Background: an optimization exercise with open tools, aiming at small area. Do not read the settings as production practice.
The RTL was checked by simulation tests, not by an equivalence proof against the original design.
The clock port is modelled as an ideal driver, which makes a skipped or thinned clock tree look cheaper than it is; a real chip needs a root buffer or a tree.
Power is estimated from default activity; no workload was simulated.

## lane 1
==> flow/design.v <==
`timescale 1ns / 1ps
module bcd(broj, desetice, jedinice);
   input  [7:0] broj;
   output [3:0] desetice;
   output [3:0] jedinice;
   function [3:0] add3;                                     
      input [3:0] x;
      add3 = (x >= 4'd5) ? x + 4'd3 : x;
   endfunction
   wire [3:0] u1 = add3({1'b0, broj[7:5]});
   wire [3:0] u2 = add3({u1[2:0], broj[4]});
   wire [3:0] u3 = add3({u2[2:0], broj[3]});
   wire [3:0] u4 = add3({u3[2:0], broj[2]});
   wire [3:0] u5 = add3({u4[2:0], broj[1]});
   wire [3:0] t1 = add3({1'b0, u1[3], u2[3], u3[3]});
   wire [3:0] t2 = add3({t1[2:0], u4[3]});
   assign desetice = {t2[2:0], u5[3]};
   assign jedinice = {u5[2:0], broj[0]};
endmodule
`timescale 1ns / 1ps
module kosarka(
      input clk,                                            
      input rst,                                            
      input b0,b1,b2,b3,                                    
      input p0,p1,p2,                                       
      output a,b,c,d,e,f,g,dp,                              
      output [3:0] an                                       
    );
reg [4:0] brojac;                                           
reg       faza;                                             
reg [1:0] poz;                                              
reg [2:0] m5;                                               
reg [5:0] sek;                                              
reg [7:0] min;                                              
reg [7:0] rezulA, rezulB;                                   
reg stop;
reg [3:0] stanje;                                           
reg [3:0] displej;                                          
reg [3:0] prikaz;                                           
wire z     = (brojac == 5'd0);
wire tickD = z & faza;                                      
wire tickV = z & ~faza & poz[1] & poz[0] & ~m5[2] & ~m5[0];  
wire [7:0] v = p2 ? (poz[0] ? rezulA : rezulB)
                  : (poz[0] ? min : {2'b00, sek});
wire [3:0] vdes, vjed;
bcd konv(v, vdes, vjed);
wire [3:0] cifra_n = (poz[1] ^ poz[0]) ? vjed : vdes;
wire [3:0] tast = {b3, b2, b1, b0};
wire [3:0] akt  = stanje & ~tast;
wire [2:0] delta = {1'b0, akt[1], akt[1]} + {1'b0, akt[2], 1'b0} + {2'b00, akt[3]};
wire [7:0] rsel  = p1 ? rezulA : rezulB;
wire [7:0] rnov  = p0 ? rsel - {5'd0, delta} : rsel + {5'd0, delta};
wire kraj = (min == 8'd0) && (sek == 6'd0);
always @(posedge clk)
   begin
      if (rst)
      begin
         brojac <= 5'd0; faza <= 1'b0;
         poz <= 2'b00; m5 <= 3'b000;
         min <= 8'd40; sek <= 6'd0;
         rezulA <= 8'd0; rezulB <= 8'd0;
         stop <= 1'b1;
         stanje <= 4'b0000;
         displej <= 4'd6;
         prikaz <= 4'd8;
      end
      else
      begin
         brojac <= z ? 5'd24 : brojac - 5'd1;
         faza <= faza ^ z;
         prikaz <= displej;
         if (tickV & ~stop)
         begin
            if (sek == 6'd0)
            begin
               sek <= 6'd59;
               min <= min - 8'd1;
            end
            else
               sek <= sek - 6'd1;
         end
         if (tickD)
         begin
            poz <= {poz[0], ~poz[1]};
            m5 <= {m5[1], m5[0], ~(m5[2] | m5[1])};
            displej <= cifra_n;
            stanje <= tast;
            stop <= (stop | kraj) ^ akt[0];
            if (p1) rezulA <= rnov; else rezulB <= rnov;
         end
      end
   end
assign an = {~poz[1] | poz[0], ~(poz[1] & poz[0]), poz[1] | ~poz[0], poz[1] | poz[0]};
wire [3:0] q = prikaz;
wire [6:0] s_seg;
assign s_seg[6] = ~q[3] & ~q[2] & ~q[1] | q[2] & q[1] & q[0];                
assign s_seg[5] = ~q[3] & ~q[2] & q[0] | ~q[2] & q[1] | q[1] & q[0];         
assign s_seg[4] = q[2] & ~q[1] | q[0];                                        
assign s_seg[3] = ~q[3] & ~q[2] & ~q[1] & q[0] | q[2] & ~q[1] & ~q[0] | q[2] & q[1] & q[0];  
assign s_seg[2] = ~q[2] & q[1] & ~q[0];                                       
assign s_seg[1] = q[2] & ~q[1] & q[0] | q[2] & q[1] & ~q[0];                  
assign s_seg[0] = ~q[3] & ~q[2] & ~q[1] & q[0] | q[2] & ~q[1] & ~q[0];        
assign {g, f, e, d, c, b, a} = s_seg;
assign dp = 1'b1;
endmodule
export LEC_CHECK = 0
export ABC_AREA = 1
export CAP_MARGIN = 20
export CORE_MARGIN = 2
export CORE_UTILIZATION = 75
export GPL_TIMING_DRIVEN = 0
export SLEW_MARGIN = 20
create_clock -name core_clock -period 10.0 [get_ports {clk}]
standard.sh (not shown) runs the stock make flow with config.mk's settings and CLKGATE_MAP_FILE= SYNTH_SCRIPT=/design/flow/synth_recipe.tcl, a recipe that flattens the netlist after the stock synthesis.
==> flow/flow/run.sh <==
#!/bin/bash
# Own flow: the standard layout (standard.sh) with two synthesis changes
# that only change how the combinational logic is mapped; the registers come
# out of synthesis exactly as in the standard synthesis:
#  - adders are not extracted into full/half-adder cells (left to abc),
#  - abc maps for area (flow/area.abc) instead of with ORFS's delay script.
# Port buffers are buf_1, and the clock tree is one clock buffer per sector of
# the registers (flow/onebuf.tcl, run as the CTS step's PRE hook). Logs: flow.log here, per-step logs in orfs/logs.
set -euo pipefail
W=$(pwd)
F=$W/flow
export PRE_CTS_TCL=$F/onebuf.tcl
export CLK_NET=clk
export CLK_LEAF_BUF=sky130_fd_sc_hd__clkbuf_8
export CLK_LEAVES=3
{
  head -n 1 synth_recipe.tcl
  echo 'set ::env(ADDER_MAP_FILE) ""'
  echo 'proc abc {args} {'
  echo '  set i [lsearch -exact $args -script]'
  echo "  if {\$i >= 0} { lset args [expr {\$i + 1}] $F/area.abc }"
  echo '  yosys abc {*}$args'
  echo '}'
  tail -n +2 synth_recipe.tcl
} > my_synth.tcl
sed -e 's|synth_recipe\.tcl|my_synth.tcl|' \
    -e 's|"\${@:-finish}"|BUFFER_PORTS_ARGS="-buffer_cell sky130_fd_sc_hd__buf_1" "${@:-finish}"|' \
    standard.sh > my_standard.sh
grep -q my_synth.tcl my_standard.sh
grep -q BUFFER_PORTS_ARGS my_standard.sh
bash my_standard.sh > flow.log 2>&1
Other scripts of this flow, unchanged in this note and not shown: flow/flow/area.abc, flow/flow/onebuf.tcl
The inputs of lane 2 differ from those of lane 1 as listed below.
--- a/flow/design.v
+++ b/flow/design.v
@@ -89,17 +89,18 @@
             if (p1) rezulA <= rnov; else rezulB <= rnov;
          end
       end
    end
 assign an = {~poz[1] | poz[0], ~(poz[1] & poz[0]), poz[1] | ~poz[0], poz[1] | poz[0]};
-wire [3:0] q = prikaz;
-wire [6:0] s_seg;
-assign s_seg[6] = ~q[3] & ~q[2] & ~q[1] | q[2] & q[1] & q[0];                
-assign s_seg[5] = ~q[3] & ~q[2] & q[0] | ~q[2] & q[1] | q[1] & q[0];         
-assign s_seg[4] = q[2] & ~q[1] | q[0];                                        
-assign s_seg[3] = ~q[3] & ~q[2] & ~q[1] & q[0] | q[2] & ~q[1] & ~q[0] | q[2] & q[1] & q[0];  
-assign s_seg[2] = ~q[2] & q[1] & ~q[0];                                       
-assign s_seg[1] = q[2] & ~q[1] & q[0] | q[2] & q[1] & ~q[0];                  
-assign s_seg[0] = ~q[3] & ~q[2] & ~q[1] & q[0] | q[2] & ~q[1] & ~q[0];        
+wire [6:0] s_seg = (prikaz == 4'd1) ? 7'b1111001 :
+                   (prikaz == 4'd2) ? 7'b0100100 :
+                   (prikaz == 4'd3) ? 7'b0110000 :
+                   (prikaz == 4'd4) ? 7'b0011001 :
+                   (prikaz == 4'd5) ? 7'b0010010 :
+                   (prikaz == 4'd6) ? 7'b0000010 :
+                   (prikaz == 4'd7) ? 7'b1111000 :
+                   (prikaz == 4'd8) ? 7'b0000000 :
+                   (prikaz == 4'd9) ? 7'b0010000 :
+                                      7'b1000000;
 assign {g, f, e, d, c, b, a} = s_seg;
 assign dp = 1'b1;
 endmodule
Findings:
Lane 2: final net count is about 3.5% higher than what lane 1 reported. Looking at the reports, lane 2 completed the entire flow and the layout it produced met the timing, design-rule and antenna checks. After synthesis and placement, the instance count of lane 2 is above that of lane 1. Taking lane 1 as the reference, in lane 2 clock transition at the registers of the reported paths +0.02 ns, critical path depth lower. Number of well taps across lane 2 and lane 1: no real change. Lane 1 ended up with combinational logic as its largest power group; lane 2 ended up with sequential cells. When lane 2 is set beside lane 1, its area of the core region turns out to be 0.78% larger. Compared with lane 1, in lane 2 sequential share of cell area went down; placed cell count went up; post-route worst setup slack went up.
No run of this note takes its clock network from TritonCTS; it comes from the design's own scripts or RTL.

-- static timing again, ports no longer ideal --
In the flow no input, the clock included, has a driving cell. The finished layouts below were timed again as built, in two steps. Step 1: set_driving_cell puts a clkbuf_16 on clk and a buf_2 on each other input, an assumption about the parent block. Step 2, shift: input delay + t, output delay - t, t = (earliest + latest rising clock arrival at the registers) / 2. This alone moves slack from input paths to output paths. Slacks: no drivers / after step 1 / after step 2; pairs: no drivers / after step 1.
run | t (ns) | slack for setup (ns) | clock arrival spread, ns
lane 1 | 0.202 | 3.108 / 3.130 / 2.928 | 0.012 / 0.012
lane 2 | 0.207 | 3.297 / 3.325 / 3.118 | 0.008 / 0.008
After both steps every run listed still meets setup and hold. The setup slack of lane 1, which loses most, moves by +0.022 ns with the drivers and by -0.180 ns with both steps.
